Source: an optimization exercise on an open RTL-to-GDS flow (aim: small area, a short achievable clock period and few clock cycles). Production flows keep margins and buffers that such runs may drop.
The RTL was checked by simulation tests, not by an equivalence proof against the original design.
Power figures rest on the tool's default switching activity, not on a simulated workload.

File: flow/design.v
module multi_64_33_9_10_16_3(clk, reset, s_data_in_x, s_valid_x, s_ready_x, m_data_out_y, m_valid_y, m_ready_y);
    parameter                      T = 16;
    input                          clk, reset, s_valid_x, m_ready_y;
    input signed [T-1:0]           s_data_in_x;
    output logic                   s_ready_x, m_valid_y;
    output logic signed [T-1:0]    m_data_out_y;
    logic                          m_ready_y1, m_ready_y2;
    logic                          m_valid_y1, m_valid_y2;
    logic signed [T-1:0]           m_data_out_y1, m_data_out_y2;
    layer1_64_33_16_1 l1(.clk(clk), .reset(reset), .s_data_in_x(s_data_in_x), .s_valid_x(s_valid_x), .s_ready_x(s_ready_x),
                       .m_data_out_y(m_data_out_y1), .m_valid_y(m_valid_y1), .m_ready_y(m_ready_y1));
    layer2_32_9_16_1 l2(.clk(clk), .reset(reset), .s_data_in_x(m_data_out_y1), .s_valid_x(m_valid_y1), .s_ready_x(m_ready_y1),
                       .m_data_out_y(m_data_out_y2), .m_valid_y(m_valid_y2), .m_ready_y(m_ready_y2));
    layer3_24_10_16_1 l3(.clk(clk), .reset(reset), .s_data_in_x(m_data_out_y2), .s_valid_x(m_valid_y2), .s_ready_x(m_ready_y2),
                      .m_data_out_y(m_data_out_y), .m_valid_y(m_valid_y), .m_ready_y(m_ready_y));
endmodule
module layer1_64_33_16_1(clk, reset, s_data_in_x, s_valid_x, s_ready_x, m_data_out_y, m_valid_y, m_ready_y);
    parameter                      T = 16, X_COUNT = 64, F_COUNT = 33, ADDR_X = $clog2(X_COUNT), ADDR_F = $clog2(F_COUNT);
    input                          clk, reset, s_valid_x, m_ready_y;
    input signed [T-1:0]           s_data_in_x;
    output logic                   s_ready_x, m_valid_y;
    output logic signed [T-1:0]    m_data_out_y;
    logic [ADDR_X-1:0]             addr_x1;
    logic [ADDR_F-1:0]             addr_f;
    logic                          wr_en_x, clear_acc, en_acc, op_done;
    datapath1 d(.clk(clk), .reset(reset), .s_data_in_x(s_data_in_x), .wr_en_x(wr_en_x), .clear_acc(clear_acc), .en_acc(en_acc),
               .m_data_out_y(m_data_out_y), .m_valid_y(m_valid_y), .m_ready_y(m_ready_y), .op_done(op_done), .addr_f(addr_f),
               .addr_x1(addr_x1));
    ctrlpath1 c(.clk(clk), .reset(reset), .s_valid_x(s_valid_x), .m_ready_y(m_ready_y), .wr_en_x(wr_en_x), .clear_acc(clear_acc),
               .en_acc(en_acc), .s_ready_x(s_ready_x), .m_valid_y(m_valid_y), .op_done(op_done), .addr_f(addr_f),
               .addr_x1(addr_x1));
endmodule
module datapath1 (clk, reset, s_data_in_x, wr_en_x, clear_acc, en_acc, m_data_out_y, m_valid_y, m_ready_y, op_done, addr_f,
                 addr_x1);
    parameter                      T = 16, P = 1, X_COUNT = 64, F_COUNT = 33, ADDR_X = $clog2(X_COUNT), ADDR_F = $clog2(F_COUNT);
    input                          clk, reset, wr_en_x, clear_acc, en_acc;
    input signed [T-1:0]           s_data_in_x;
    input [ADDR_X-1:0]             addr_x1;
    input [ADDR_F-1:0]             addr_f;
    logic signed [T-1:0]           m_data_out_y1;
    logic signed [T-1:0]           s_data_out_f, s_data_out_x1;
    output logic signed [T-1:0]    m_data_out_y;
    input logic                    m_valid_y, m_ready_y;
    logic [P:0]                    counter2;
    output logic                   op_done;
    layer1_64_33_16_1_f_rom rom(.clk(clk), .addr(addr_f), .z(s_data_out_f));
    memory1 #(T, X_COUNT, ADDR_X) x_mem1(.clk(clk), .data_in(s_data_in_x), .data_out(s_data_out_x1), .addr(addr_x1), .wr_en(wr_en_x));
    mac1 m1 (.clk(clk), .en_acc(en_acc), .reset(reset), .clear_acc(clear_acc), .inx(s_data_out_x1), .inf(s_data_out_f), .out(m_data_out_y1),
        	.m_valid_y(m_valid_y));
    always_comb begin
        if((m_valid_y == 1) & (m_ready_y == 1)) begin
            if(counter2 == 0) begin
                m_data_out_y = m_data_out_y1;
            end
            else begin
                m_data_out_y = 0;
            end
        end
        else begin
            m_data_out_y = 0;
        end
    end
    assign op_done = (m_valid_y == 1) & (m_ready_y == 1) & (counter2 == P-1); 
    always_ff @(posedge clk) begin
        if (reset == 1) begin
            counter2 <= 0;
        end
        else if((m_valid_y == 1) & (m_ready_y == 1)) begin
            counter2 <= counter2 + 1;
        end
        else if((m_valid_y == 0) & (m_ready_y == 1)) begin
            counter2 <= 0;
        end
        else if((m_valid_y == 0) & (m_ready_y == 0)) begin
            counter2 <= 0;
        end
    end
endmodule
module ctrlpath1 (clk, reset, s_valid_x, m_ready_y, wr_en_x, clear_acc, en_acc, s_ready_x, m_valid_y, op_done, addr_f,
                 addr_x1);
    parameter                      T = 16, P = 1, X_COUNT = 64, F_COUNT = 33, ADDR_X = $clog2(X_COUNT), ADDR_F = $clog2(F_COUNT),
	                               OP_COUNT = X_COUNT-F_COUNT+1, COUNTER_V = $clog2(OP_COUNT);
    input logic                    clk, reset, s_valid_x, m_ready_y;
    output logic                   s_ready_x, m_valid_y;
    output logic [ADDR_X-1:0]             addr_x1;
    output logic [ADDR_F-1:0]      addr_f;
    output logic                   wr_en_x, clear_acc, en_acc;
    logic                          wr_done_x, loaded_x; 
    logic [COUNTER_V + 1:0]        counter;
    logic [ADDR_F:0]               counter1;
    input logic                    op_done;
    always_ff @(posedge clk) begin
        if (reset == 1) begin
            s_ready_x <= 1;
            addr_x1<= 0;
            addr_f <= 0;
            counter1 <= 0;
            en_acc <= 0;
            counter <= P;
            wr_done_x <= 0;
            m_valid_y <= 0;
        end
        else begin
        if (wr_en_x == 1) begin
            addr_x1 <= addr_x1 + 1;
        end
        if (loaded_x == 1) begin
            addr_x1 <= 0;
            addr_f <= 0;
            counter1 <= 0;
            s_ready_x <= 0;
        end
        if ((s_ready_x == 0) & (m_valid_y == 0)) begin
            if (counter < OP_COUNT+1) begin
                if (counter1 == 1) begin
                    en_acc <= 1;
                end
                else if (counter1 == F_COUNT+1) begin
                    en_acc <= 0;
                end
                if (counter1 < F_COUNT+1) begin
                    addr_x1 <= addr_x1 + 1;
                    addr_f <=  addr_f + 1;
                    counter1 <= counter1 + 1;
                end
                else begin
                    m_valid_y <= 1;
                    counter <= counter + P;
                    addr_x1 <= counter + 0;
                    addr_f <= 0;
                    counter1 <= 0;
                end
            end
            else begin
                addr_x1<= 0;
                addr_f <= 0;
                counter1 <= 0;
                s_ready_x <= 1;
                counter <= P;
            end
        end
        if (clear_acc == 1) begin
            m_valid_y <= 0;
        end
        end
    end
    assign wr_en_x = (s_ready_x == 1) & (s_valid_x == 1);
    assign loaded_x = (addr_x1 == X_COUNT-1) & (wr_en_x == 1);
    assign clear_acc = (m_valid_y == 1) & (m_ready_y == 1) & (op_done == 1);
endmodule
module mac1(clk, en_acc, reset, clear_acc, inx, inf, out, m_valid_y);
    parameter                    T = 16, MAX_VAL = ((1<<(T-1))-1), MIN_VAL = (-1*(1<<(T-1)));
    input                        clk, clear_acc, reset;
    input signed [T-1:0]         inx, inf;
    output logic signed[T-1:0]   out;
    logic signed[T:0]            out_temp;
    logic signed[T-1:0]          mul;
    logic signed[2*T-1:0]        mul_temp;
    input                        en_acc;
    input logic                  m_valid_y;
    always_ff @(posedge clk)
    begin
        mul_temp <= inx * inf;
    end
    always_ff @(posedge clk) begin
        if (reset == 1) begin
           out_temp <= 0;
        end
        else if (clear_acc == 1) begin
           out_temp <= 0;
        end
         else if(en_acc == 1) begin
           out_temp <= mul + out;
        end
    end
    always_comb begin
        if(mul_temp>MAX_VAL) begin
            mul = MAX_VAL;
        end
        else if(mul_temp<MIN_VAL) begin
            mul = MIN_VAL;
        end
        else begin
            mul = mul_temp;
        end
        if(m_valid_y == 1) begin
            if(out_temp < 0) begin
                out = 0;
            end
            else if(out_temp>MAX_VAL) begin
                out = MAX_VAL;
            end
            else begin
                out = out_temp;
            end
        end
        else if(out_temp>MAX_VAL) begin
            out = MAX_VAL;
        end
        else if(out_temp<MIN_VAL)begin 
            out = MIN_VAL;
        end
        else begin
            out = out_temp;
        end
    end
endmodule
module memory1(clk, data_in, data_out, addr, wr_en);
    parameter                   WIDTH=16, SIZE=64, LOGSIZE=6;
    input [WIDTH-1:0]           data_in;
    output logic [WIDTH-1:0]    data_out;
    input [LOGSIZE-1:0]         addr;
    input                       clk, wr_en;
    logic [SIZE-1:0][WIDTH-1:0] mem;
    always_ff @(posedge clk) begin
        data_out <= mem[addr];
        if (wr_en)
            mem[addr] <= data_in;
    end
endmodule
module layer1_64_33_16_1_f_rom(clk, addr, z);
   input clk;
   input [5:0] addr;
   output logic signed [15:0] z;
   always_ff @(posedge clk) begin
      case(addr)
        0: z <= 16'd26;
        1: z <= 16'd236;
        2: z <= -16'd36;
        3: z <= -16'd27;
        4: z <= -16'd93;
        5: z <= 16'd111;
        6: z <= 16'd195;
        7: z <= 16'd114;
        8: z <= 16'd1;
        9: z <= 16'd234;
        10: z <= -16'd202;
        11: z <= -16'd14;
        12: z <= 16'd123;
        13: z <= 16'd236;
        14: z <= 16'd42;
        15: z <= -16'd3;
        16: z <= 16'd175;
        17: z <= -16'd152;
        18: z <= 16'd78;
        19: z <= -16'd210;
        20: z <= -16'd251;
        21: z <= -16'd206;
        22: z <= 16'd90;
        23: z <= 16'd54;
        24: z <= 16'd198;
        25: z <= -16'd30;
        26: z <= 16'd220;
        27: z <= -16'd48;
        28: z <= -16'd8;
        29: z <= 16'd169;
        30: z <= 16'd106;
        31: z <= -16'd238;
        32: z <= 16'd149;
      endcase
   end
endmodule
module layer2_32_9_16_1(clk, reset, s_data_in_x, s_valid_x, s_ready_x, m_data_out_y, m_valid_y, m_ready_y);
    parameter                      T = 16, X_COUNT = 32, F_COUNT = 9, ADDR_X = $clog2(X_COUNT), ADDR_F = $clog2(F_COUNT);
    input                          clk, reset, s_valid_x, m_ready_y;
    input signed [T-1:0]           s_data_in_x;
    output logic                   s_ready_x, m_valid_y;
    output logic signed [T-1:0]    m_data_out_y;
    logic [ADDR_X-1:0]             addr_x1;
    logic [ADDR_F-1:0]             addr_f;
    logic                          wr_en_x, clear_acc, en_acc, op_done;
    datapath2 d(.clk(clk), .reset(reset), .s_data_in_x(s_data_in_x), .wr_en_x(wr_en_x), .clear_acc(clear_acc), .en_acc(en_acc),
               .m_data_out_y(m_data_out_y), .m_valid_y(m_valid_y), .m_ready_y(m_ready_y), .op_done(op_done), .addr_f(addr_f),
               .addr_x1(addr_x1));
    ctrlpath2 c(.clk(clk), .reset(reset), .s_valid_x(s_valid_x), .m_ready_y(m_ready_y), .wr_en_x(wr_en_x), .clear_acc(clear_acc),
               .en_acc(en_acc), .s_ready_x(s_ready_x), .m_valid_y(m_valid_y), .op_done(op_done), .addr_f(addr_f),
               .addr_x1(addr_x1));
endmodule
module datapath2 (clk, reset, s_data_in_x, wr_en_x, clear_acc, en_acc, m_data_out_y, m_valid_y, m_ready_y, op_done, addr_f,
                 addr_x1);
    parameter                      T = 16, P = 1, X_COUNT = 32, F_COUNT = 9, ADDR_X = $clog2(X_COUNT), ADDR_F = $clog2(F_COUNT);
    input                          clk, reset, wr_en_x, clear_acc, en_acc;
    input signed [T-1:0]           s_data_in_x;
    input [ADDR_X-1:0]             addr_x1;
    input [ADDR_F-1:0]             addr_f;
    logic signed [T-1:0]           m_data_out_y1;
    logic signed [T-1:0]           s_data_out_f, s_data_out_x1;
    output logic signed [T-1:0]    m_data_out_y;
    input logic                    m_valid_y, m_ready_y;
    logic [P:0]                    counter2;
    output logic                   op_done;
    layer2_32_9_16_1_f_rom rom(.clk(clk), .addr(addr_f), .z(s_data_out_f));
    memory2 #(T, X_COUNT, ADDR_X) x_mem1(.clk(clk), .data_in(s_data_in_x), .data_out(s_data_out_x1), .addr(addr_x1), .wr_en(wr_en_x));
    mac2 m1 (.clk(clk), .en_acc(en_acc), .reset(reset), .clear_acc(clear_acc), .inx(s_data_out_x1), .inf(s_data_out_f), .out(m_data_out_y1),
        	.m_valid_y(m_valid_y));
    always_comb begin
        if((m_valid_y == 1) & (m_ready_y == 1)) begin
            if(counter2 == 0) begin
                m_data_out_y = m_data_out_y1;
            end
            else begin
                m_data_out_y = 0;
            end
        end
        else begin
            m_data_out_y = 0;
        end
    end
    assign op_done = (m_valid_y == 1) & (m_ready_y == 1) & (counter2 == P-1); 
    always_ff @(posedge clk) begin
        if (reset == 1) begin
            counter2 <= 0;
        end
        else if((m_valid_y == 1) & (m_ready_y == 1)) begin
            counter2 <= counter2 + 1;
        end
        else if((m_valid_y == 0) & (m_ready_y == 1)) begin
            counter2 <= 0;
        end
        else if((m_valid_y == 0) & (m_ready_y == 0)) begin
            counter2 <= 0;
        end
    end
endmodule
module ctrlpath2 (clk, reset, s_valid_x, m_ready_y, wr_en_x, clear_acc, en_acc, s_ready_x, m_valid_y, op_done, addr_f,
                 addr_x1);
    parameter                      T = 16, P = 1, X_COUNT = 32, F_COUNT = 9, ADDR_X = $clog2(X_COUNT), ADDR_F = $clog2(F_COUNT),
	                               OP_COUNT = X_COUNT-F_COUNT+1, COUNTER_V = $clog2(OP_COUNT);
    input logic                    clk, reset, s_valid_x, m_ready_y;
    output logic                   s_ready_x, m_valid_y;
    output logic [ADDR_X-1:0]             addr_x1;
    output logic [ADDR_F-1:0]      addr_f;
    output logic                   wr_en_x, clear_acc, en_acc;
    logic                          wr_done_x, loaded_x; 
    logic [COUNTER_V + 1:0]        counter;
    logic [ADDR_F:0]               counter1;
    input logic                    op_done;
    always_ff @(posedge clk) begin
        if (reset == 1) begin
            s_ready_x <= 1;
            addr_x1<= 0;
            addr_f <= 0;
            counter1 <= 0;
            en_acc <= 0;
            counter <= P;
            wr_done_x <= 0;
            m_valid_y <= 0;
        end
        else begin
        if (wr_en_x == 1) begin
            addr_x1 <= addr_x1 + 1;
        end
        if (loaded_x == 1) begin
            addr_x1 <= 0;
            addr_f <= 0;
            counter1 <= 0;
            s_ready_x <= 0;
        end
        if ((s_ready_x == 0) & (m_valid_y == 0)) begin
            if (counter < OP_COUNT+1) begin
                if (counter1 == 1) begin
                    en_acc <= 1;
                end
                else if (counter1 == F_COUNT+1) begin
                    en_acc <= 0;
                end
                if (counter1 < F_COUNT+1) begin
                    addr_x1 <= addr_x1 + 1;
                    addr_f <=  addr_f + 1;
                    counter1 <= counter1 + 1;
                end
                else begin
                    m_valid_y <= 1;
                    counter <= counter + P;
                    addr_x1 <= counter + 0;
                    addr_f <= 0;
                    counter1 <= 0;
                end
            end
            else begin
                addr_x1<= 0;
                addr_f <= 0;
                counter1 <= 0;
                s_ready_x <= 1;
                counter <= P;
            end
        end
        if (clear_acc == 1) begin
            m_valid_y <= 0;
        end
        end
    end
    assign wr_en_x = (s_ready_x == 1) & (s_valid_x == 1);
    assign loaded_x = (addr_x1 == X_COUNT-1) & (wr_en_x == 1);
    assign clear_acc = (m_valid_y == 1) & (m_ready_y == 1) & (op_done == 1);
endmodule
module mac2(clk, en_acc, reset, clear_acc, inx, inf, out, m_valid_y);
    parameter                    T = 16, MAX_VAL = ((1<<(T-1))-1), MIN_VAL = (-1*(1<<(T-1)));
    input                        clk, clear_acc, reset;
    input signed [T-1:0]         inx, inf;
    output logic signed[T-1:0]   out;
    logic signed[T:0]            out_temp;
    logic signed[T-1:0]          mul;
    logic signed[2*T-1:0]        mul_temp;
    input                        en_acc;
    input logic                  m_valid_y;
    always_ff @(posedge clk)
    begin
        mul_temp <= inx * inf;
    end
    always_ff @(posedge clk) begin
        if (reset == 1) begin
           out_temp <= 0;
        end
        else if (clear_acc == 1) begin
           out_temp <= 0;
        end
         else if(en_acc == 1) begin
           out_temp <= mul + out;
        end
    end
    always_comb begin
        if(mul_temp>MAX_VAL) begin
            mul = MAX_VAL;
        end
        else if(mul_temp<MIN_VAL) begin
            mul = MIN_VAL;
        end
        else begin
            mul = mul_temp;
        end
        if(m_valid_y == 1) begin
            if(out_temp < 0) begin
                out = 0;
            end
            else if(out_temp>MAX_VAL) begin
                out = MAX_VAL;
            end
            else begin
                out = out_temp;
            end
        end
        else if(out_temp>MAX_VAL) begin
            out = MAX_VAL;
        end
        else if(out_temp<MIN_VAL)begin 
            out = MIN_VAL;
        end
        else begin
            out = out_temp;
        end
    end
endmodule
module memory2(clk, data_in, data_out, addr, wr_en);
    parameter                   WIDTH=16, SIZE=64, LOGSIZE=6;
    input [WIDTH-1:0]           data_in;
    output logic [WIDTH-1:0]    data_out;
    input [LOGSIZE-1:0]         addr;
    input                       clk, wr_en;
    logic [SIZE-1:0][WIDTH-1:0] mem;
    always_ff @(posedge clk) begin
        data_out <= mem[addr];
        if (wr_en)
            mem[addr] <= data_in;
    end
endmodule
module layer2_32_9_16_1_f_rom(clk, addr, z);
   input clk;
   input [3:0] addr;
   output logic signed [15:0] z;
   always_ff @(posedge clk) begin
      case(addr)
        0: z <= -16'd186;
        1: z <= -16'd9;
        2: z <= -16'd200;
        3: z <= 16'd181;
        4: z <= -16'd70;
        5: z <= 16'd170;
        6: z <= -16'd74;
        7: z <= -16'd92;
        8: z <= 16'd224;
      endcase
   end
endmodule
module layer3_24_10_16_1(clk, reset, s_data_in_x, s_valid_x, s_ready_x, m_data_out_y, m_valid_y, m_ready_y);
    parameter                      T = 16, X_COUNT = 24, F_COUNT = 10, ADDR_X = $clog2(X_COUNT), ADDR_F = $clog2(F_COUNT);
    input                          clk, reset, s_valid_x, m_ready_y;
    input signed [T-1:0]           s_data_in_x;
    output logic                   s_ready_x, m_valid_y;
    output logic signed [T-1:0]    m_data_out_y;
    logic [ADDR_X-1:0]             addr_x1;
    logic [ADDR_F-1:0]             addr_f;
    logic                          wr_en_x, clear_acc, en_acc, op_done;
    datapath3 d(.clk(clk), .reset(reset), .s_data_in_x(s_data_in_x), .wr_en_x(wr_en_x), .clear_acc(clear_acc), .en_acc(en_acc),
               .m_data_out_y(m_data_out_y), .m_valid_y(m_valid_y), .m_ready_y(m_ready_y), .op_done(op_done), .addr_f(addr_f),
               .addr_x1(addr_x1));
    ctrlpath3 c(.clk(clk), .reset(reset), .s_valid_x(s_valid_x), .m_ready_y(m_ready_y), .wr_en_x(wr_en_x), .clear_acc(clear_acc),
               .en_acc(en_acc), .s_ready_x(s_ready_x), .m_valid_y(m_valid_y), .op_done(op_done), .addr_f(addr_f),
               .addr_x1(addr_x1));
endmodule
module datapath3 (clk, reset, s_data_in_x, wr_en_x, clear_acc, en_acc, m_data_out_y, m_valid_y, m_ready_y, op_done, addr_f,
                 addr_x1);
    parameter                      T = 16, P = 1, X_COUNT = 24, F_COUNT = 10, ADDR_X = $clog2(X_COUNT), ADDR_F = $clog2(F_COUNT);
    input                          clk, reset, wr_en_x, clear_acc, en_acc;
    input signed [T-1:0]           s_data_in_x;
    input [ADDR_X-1:0]             addr_x1;
    input [ADDR_F-1:0]             addr_f;
    logic signed [T-1:0]           m_data_out_y1;
    logic signed [T-1:0]           s_data_out_f, s_data_out_x1;
    output logic signed [T-1:0]    m_data_out_y;
    input logic                    m_valid_y, m_ready_y;
    logic [P:0]                    counter2;
    output logic                   op_done;
    layer3_24_10_16_1_f_rom rom(.clk(clk), .addr(addr_f), .z(s_data_out_f));
    memory3 #(T, X_COUNT, ADDR_X) x_mem1(.clk(clk), .data_in(s_data_in_x), .data_out(s_data_out_x1), .addr(addr_x1), .wr_en(wr_en_x));
    mac3 m1 (.clk(clk), .en_acc(en_acc), .reset(reset), .clear_acc(clear_acc), .inx(s_data_out_x1), .inf(s_data_out_f), .out(m_data_out_y1),
        	.m_valid_y(m_valid_y));
    always_comb begin
        if((m_valid_y == 1) & (m_ready_y == 1)) begin
            if(counter2 == 0) begin
                m_data_out_y = m_data_out_y1;
            end
            else begin
                m_data_out_y = 0;
            end
        end
        else begin
            m_data_out_y = 0;
        end
    end
    assign op_done = (m_valid_y == 1) & (m_ready_y == 1) & (counter2 == P-1); 
    always_ff @(posedge clk) begin
        if (reset == 1) begin
            counter2 <= 0;
        end
        else if((m_valid_y == 1) & (m_ready_y == 1)) begin
            counter2 <= counter2 + 1;
        end
        else if((m_valid_y == 0) & (m_ready_y == 1)) begin
            counter2 <= 0;
        end
        else if((m_valid_y == 0) & (m_ready_y == 0)) begin
            counter2 <= 0;
        end
    end
endmodule
module ctrlpath3 (clk, reset, s_valid_x, m_ready_y, wr_en_x, clear_acc, en_acc, s_ready_x, m_valid_y, op_done, addr_f,
                 addr_x1);
    parameter                      T = 16, P = 1, X_COUNT = 24, F_COUNT = 10, ADDR_X = $clog2(X_COUNT), ADDR_F = $clog2(F_COUNT),
	                               OP_COUNT = X_COUNT-F_COUNT+1, COUNTER_V = $clog2(OP_COUNT);
    input logic                    clk, reset, s_valid_x, m_ready_y;
    output logic                   s_ready_x, m_valid_y;
    output logic [ADDR_X-1:0]             addr_x1;
    output logic [ADDR_F-1:0]      addr_f;
    output logic                   wr_en_x, clear_acc, en_acc;
    logic                          wr_done_x, loaded_x; 
    logic [COUNTER_V + 1:0]        counter;
    logic [ADDR_F:0]               counter1;
    input logic                    op_done;
    always_ff @(posedge clk) begin
        if (reset == 1) begin
            s_ready_x <= 1;
            addr_x1<= 0;
            addr_f <= 0;
            counter1 <= 0;
            en_acc <= 0;
            counter <= P;
            wr_done_x <= 0;
            m_valid_y <= 0;
        end
        else begin
        if (wr_en_x == 1) begin
            addr_x1 <= addr_x1 + 1;
        end
        if (loaded_x == 1) begin
            addr_x1 <= 0;
            addr_f <= 0;
            counter1 <= 0;
            s_ready_x <= 0;
        end
        if ((s_ready_x == 0) & (m_valid_y == 0)) begin
            if (counter < OP_COUNT+1) begin
                if (counter1 == 1) begin
                    en_acc <= 1;
                end
                else if (counter1 == F_COUNT+1) begin
                    en_acc <= 0;
                end
                if (counter1 < F_COUNT+1) begin
                    addr_x1 <= addr_x1 + 1;
                    addr_f <=  addr_f + 1;
                    counter1 <= counter1 + 1;
                end
                else begin
                    m_valid_y <= 1;
                    counter <= counter + P;
                    addr_x1 <= counter + 0;
                    addr_f <= 0;
                    counter1 <= 0;
                end
            end
            else begin
                addr_x1<= 0;
                addr_f <= 0;
                counter1 <= 0;
                s_ready_x <= 1;
                counter <= P;
            end
        end
        if (clear_acc == 1) begin
            m_valid_y <= 0;
        end
        end
    end
    assign wr_en_x = (s_ready_x == 1) & (s_valid_x == 1);
    assign loaded_x = (addr_x1 == X_COUNT-1) & (wr_en_x == 1);
    assign clear_acc = (m_valid_y == 1) & (m_ready_y == 1) & (op_done == 1);
endmodule
module mac3(clk, en_acc, reset, clear_acc, inx, inf, out, m_valid_y);
    parameter                    T = 16, MAX_VAL = ((1<<(T-1))-1), MIN_VAL = (-1*(1<<(T-1)));
    input                        clk, clear_acc, reset;
    input signed [T-1:0]         inx, inf;
    output logic signed[T-1:0]   out;
    logic signed[T:0]            out_temp;
    logic signed[T-1:0]          mul;
    logic signed[2*T-1:0]        mul_temp;
    input                        en_acc;
    input logic                  m_valid_y;
    always_ff @(posedge clk)
    begin
        mul_temp <= inx * inf;
    end
    always_ff @(posedge clk) begin
        if (reset == 1) begin
           out_temp <= 0;
        end
        else if (clear_acc == 1) begin
           out_temp <= 0;
        end
         else if(en_acc == 1) begin
           out_temp <= mul + out;
        end
    end
    always_comb begin
        if(mul_temp>MAX_VAL) begin
            mul = MAX_VAL;
        end
        else if(mul_temp<MIN_VAL) begin
            mul = MIN_VAL;
        end
        else begin
            mul = mul_temp;
        end
        if(m_valid_y == 1) begin
            if(out_temp < 0) begin
                out = 0;
            end
            else if(out_temp>MAX_VAL) begin
                out = MAX_VAL;
            end
            else begin
                out = out_temp;
            end
        end
        else if(out_temp>MAX_VAL) begin
            out = MAX_VAL;
        end
        else if(out_temp<MIN_VAL)begin 
            out = MIN_VAL;
        end
        else begin
            out = out_temp;
        end
    end
endmodule
module memory3(clk, data_in, data_out, addr, wr_en);
    parameter                   WIDTH=16, SIZE=64, LOGSIZE=6;
    input [WIDTH-1:0]           data_in;
    output logic [WIDTH-1:0]    data_out;
    input [LOGSIZE-1:0]         addr;
    input                       clk, wr_en;
    logic [SIZE-1:0][WIDTH-1:0] mem;
    always_ff @(posedge clk) begin
        data_out <= mem[addr];
        if (wr_en)
            mem[addr] <= data_in;
    end
endmodule
module layer3_24_10_16_1_f_rom(clk, addr, z);
   input clk;
   input [3:0] addr;
   output logic signed [15:0] z;
   always_ff @(posedge clk) begin
      case(addr)
        0: z <= 16'd168;
        1: z <= -16'd224;
        2: z <= 16'd204;
        3: z <= -16'd46;
        4: z <= 16'd29;
        5: z <= 16'd123;
        6: z <= 16'd58;
        7: z <= -16'd149;
        8: z <= 16'd169;
        9: z <= 16'd64;
      endcase
   end
endmodule
File: flow/run.sh
#!/bin/bash
# synth_recipe.tcl (not shown) runs the flow's synth.tcl, then flattens the netlist and writes it again
# the make line also repeats each setting of config.mk as NAME=value (left out here)
make -C /OpenROAD-flow-scripts/flow DESIGN_CONFIG=/design/flow/config.mk WORK_HOME=/design/flow/orfs CLKGATE_MAP_FILE= SYNTH_SCRIPT=/design/flow/synth_recipe.tcl finish
File: flow/config.mk
export PLATFORM = sky130hd
export DESIGN_NAME = multi_64_33_9_10_16_3
export DESIGN_NICKNAME = multi_64_33_9_10_16_3
export VERILOG_FILES = /design/flow/design.v
export SDC_FILE = /design/flow/constraint.sdc
export NUM_CORES = 4
export LEC_CHECK = 0
export CAP_MARGIN = 20
export CORE_MARGIN = 2
export CORE_UTILIZATION = 40
export PLACE_DENSITY = 0.6
export SLEW_MARGIN = 20
File: flow/constraint.sdc
create_clock -name core_clock -period 8.0 [get_ports {clk}]
set_input_delay 1.6000 -clock core_clock [delete_from_list [all_inputs] [get_ports {clk}]]
set_output_delay 1.6000 -clock core_clock [all_outputs]
set_load 0.01 [all_outputs]
==> impl_metrics.tcl <==
set metrics [dict create \
    syn_area_sq_mm 0.135 \
    dp_slack_ps 1150 \
    antenna_found_initial 18 \
    routabilityCongestion 0.875 \
    setup_viol 0 \
    grt_overflow_total 0 \
    synth_seq_cells 2224 \
    cts-root-buf "clkbuf_16" \
    ios 38 \
    synth_commonest_cells "nand2_1, edfxtp_1, o21ai_0" \
    rows 213 \
    critPathCaptureType "flip-flop" \
    max-vdd-ir-drop_mv 0.211 \
    cts_hold_buf 0 \
    hold_viol_final 0 \
    period_minus_slack_ps 6990 \
    syn_avg_cell_area_sq_um 11.7 \
    cp_num_cells 20 \
    wire_per_inst_um 23.3 \
    dp_hpwl_mm 245 \
    grt_max_degree 184 \
    area_growth_pct 9.12 \
    drv_slew 0 \
    fmax_mhz 143 \
    ys_warn_count 15 \
    yosysTopAreaCellShare_pct 43.3 \
    final_util_pct 43.8 \
    post-route-period-util_pct 87.4 \
    slowest_delay_ps 630 \
    required_ps 8810 \
    tightest_slew_ps 1130 \
    yosys.area.top_type "edfxtp_1" \
    vias 90400 \
    status "complete, no violations" \
    rrSetupSlack_ps 1010 \
    power.leakage_nw 55.8 \
    crit_top_cell "fa_1" \
    hold_path_depth 1 \
    fin_ws_ps 1010 \
    core_area_sq_mm 0.336 \
    finalSetupTns_ps 0 \
    async_flop_share_pct 0 \
    crit_slowest_cell "a211oi_1" \
    firstDrtPassIters 6 \
    final_nets 12300 \
    grt_pass1_vias 92200 \
    clock_sinks 2224 \
    rsz0062_at_grt "no" \
    ys_seq_area_share_pct 47.5 \
    critical_path_arrival_ps 7800 \
    fillers 30800 \
    syn-instance-count 11500 \
    drive_gt1_share_pct 11.6 \
    die_h_um 585 \
    hp-class "flip-flop to flip-flop" \
    critical_path.max_fanout 14 \
    ant_nets 0 \
    synth-edff-count 1947 \
    dieWidth_um 585 \
    crit_chain "and2_1 > inv_1 > fa_1 > inv_1 > fa_1 > fa_1 > fa_1 > fa_1 > inv_1 > fa_1 > inv_1 > ha_1 > a21o_1 > a21o_1 > a211oi_1 > o21ai_0 > a211oi_1 > o31ai_1 > o41ai_1 > xnor2_1" \
    fin_hold_ws_ps 477 \
    power_density_mw_per_mm2 198 \
    criticalPathCategory "flip-flop to flip-flop" \
    synth_cell_type_count 89 \
    syn_nets 12700 \
    track_usage_pct 21.5 \
    die_area_sq_mm 0.342 \
    ys_top_cells_by_area "edfxtp_1, fa_1, mux4_2" \
    post_cts_resized 0 \
    initial_utilization_pct 40.1 \
    cts_made_buffers 244 \
    drc 0 \
    clk_pin_slew_ps 60 \
    critPathBufInv 4 \
    synthFlopType "edfxtp_1" \
    worst_setup_path_start_kind "flip-flop" \
    maxCapViolations 0 \
    routed_via_density 5.67 \
    post_cts.repair.setup_buffers 0 \
    slew_headroom_pct 24.8 \
    grt_pass1_wl_mm 570 \
    portBuffers 36 \
    cts_tree "done" \
    h-tree-depth 4 \
    synth_most_common_cell "nand2_1" \
    cts_buffer_depth 4 \
    clock_skew_ps 83.9 \
    cp_top_family "adder cells" \
    first_iter_violations 9492 \
    worst_skew_pair.late_latency_ps 940 \
    reg2regPathDepth 20 \
    wl_mm 371 \
]
[through the flow]
| stage | std cells | total power, mW | area [sq um] |
|---|---|---|---|
| after floorplan | 11500 | 16.9 | 135000 |
| final | 15900 | 29.2 | 147000 |
| after detailed placement | 15500 | 18.2 | 139000 |
| after global routing | 15900 | 30.4 | 147000 |
| after CTS | 15900 | 29.4 | 147000 |
| after global placement | 15500 | 18.1 | 139000 |
[routing by layer]
metal,wire length (um),up-vias,global-route usage [%],share of wire [%]
met5,34,-,0,0.0092
met4,13800,6,7.54,3.7
met3,28400,650,3.43,7.7
met2,179000,3656,36.1,48
met1,149000,45800,28.3,40
li1,-,40200,-,-
[worst register-to-register path: stages, from the launching register on]
cell and delay [ps]:
edfxtp_1 600, and2_1 390, inv_1 180, fa_1 520
inv_1 50, fa_1 440, fa_1 530, fa_1 430
fa_1 500, inv_1 50, fa_1 480, inv_1 40
ha_1 350, a21o_1 200, a21o_1 210, a211oi_1 300
o21ai_0 170, a211oi_1 630, o31ai_1 250, o41ai_1 380
xnor2_1 170
[layout make-up]
class / instances / area, sq um / area share, %
multi-input cells: 7543 / 64100 / 43.5
flip-flops and latches: 2224 / 64000 / 43.5
clock buffers: 324 / 6780 / 4.61
well taps: 4515 / 5650 / 3.84
inverters: 970 / 3660 / 2.49
repair buffers: 216 / 1860 / 1.27
clock inverters: 132 / 1100 / 0.747
diodes: 8 / 20.0 / 0.0136
[power by group]
part	switching, mW	internal, mW
clock network	4.84	6.39
logic	2.78	1.95
registers	0.275	13.0
total	7.90	21.3
[cells in the final DEF (no fill, tap or decap), types with 313 or more instances in the layout]
cell / instances
a22o_1: 345
ha_1: 327
edfxtp_1: 1947
nor2_1: 338
o21ai_0: 1548
and2_1: 313
fa_1: 760
inv_1: 962
nand2_1: 2011
mux4_2: 599
[sequential cells by signal, indices dropped and copies added, names as in the netlist, 16 cells and up]
signal and count:
l1.d.x_mem1.mem 1024, l3.d.x_mem1.data_out 16, l2.d.x_mem1.data_out 16, l1.d.x_mem1.data_out 16, l3.d.x_mem1.mem 384, l2.d.x_mem1.mem 512
l3.d.m1.out_temp 17, l2.d.m1.mul_temp 32, l3.d.m1.mul_temp 32, l1.d.m1.mul_temp 32, l2.d.m1.out_temp 17, l1.d.m1.out_temp 17
[worst paths after layout]
kind | startpoint | to
setup / recovery | l1.d.rom.z[14] | l1.d.m1.mul_temp[29]
hold / removal | l2.c.counter[6] | l2.c.counter[6]
setup reg to reg | l1.d.rom.z[14] | l1.d.m1.mul_temp[29]
hold reg to reg | l2.c.counter[6] | l2.c.counter[6]
[cell families (layout without fill, tap and decap cells)]
family / count (synthesis) / count (layout) / share of synthesized area [%]
adder cells (fa/ha/maj): 1087 / 1087 / 14.3
AND/OR/NAND/NOR: 3117 / 3117 / 10.0
XOR/XNOR: 150 / 150 / 0.980
flip-flops: 2224 / 2224 / 47.5
multiplexers: 795 / 795 / 11.6
AO/OA/AOI/OAI: 2393 / 2393 / 10.5
other: 1 / 9 / 0.00278
buffers and inverters: 1779 / 1642 / 5.18
Testbench counts, summed over its fixed seeds: cycles 272,296.

## what the ideal ports hide
How much do the figures lean on ideal ports? The routed layout below was timed once more, with nothing changed but the port constraints. Step 1 sets driving cells, clkbuf_16 on the clock port and buf_2 on the other inputs (assumed; they add their load-dependent delay and slew). Step 2 times the ports against the registers' clock, not the clock port: input delays grow and output delays shrink by t, the midpoint of the rising clock arrivals with the driver on. a / b / c = no drivers / after step 1 / after step 2; a / b = the first two.
t, ns: 1.009
slack for setup (ns): 1.012 / 1.012 / 1.012
worst slew at a driven data input, ns: 0.06
cell pins on the clock port's net: 1
After both steps setup and hold are still met in this run. For this run, drivers alone change the setup slack by 0.000 ns; drivers and shift together by 0.000 ns.
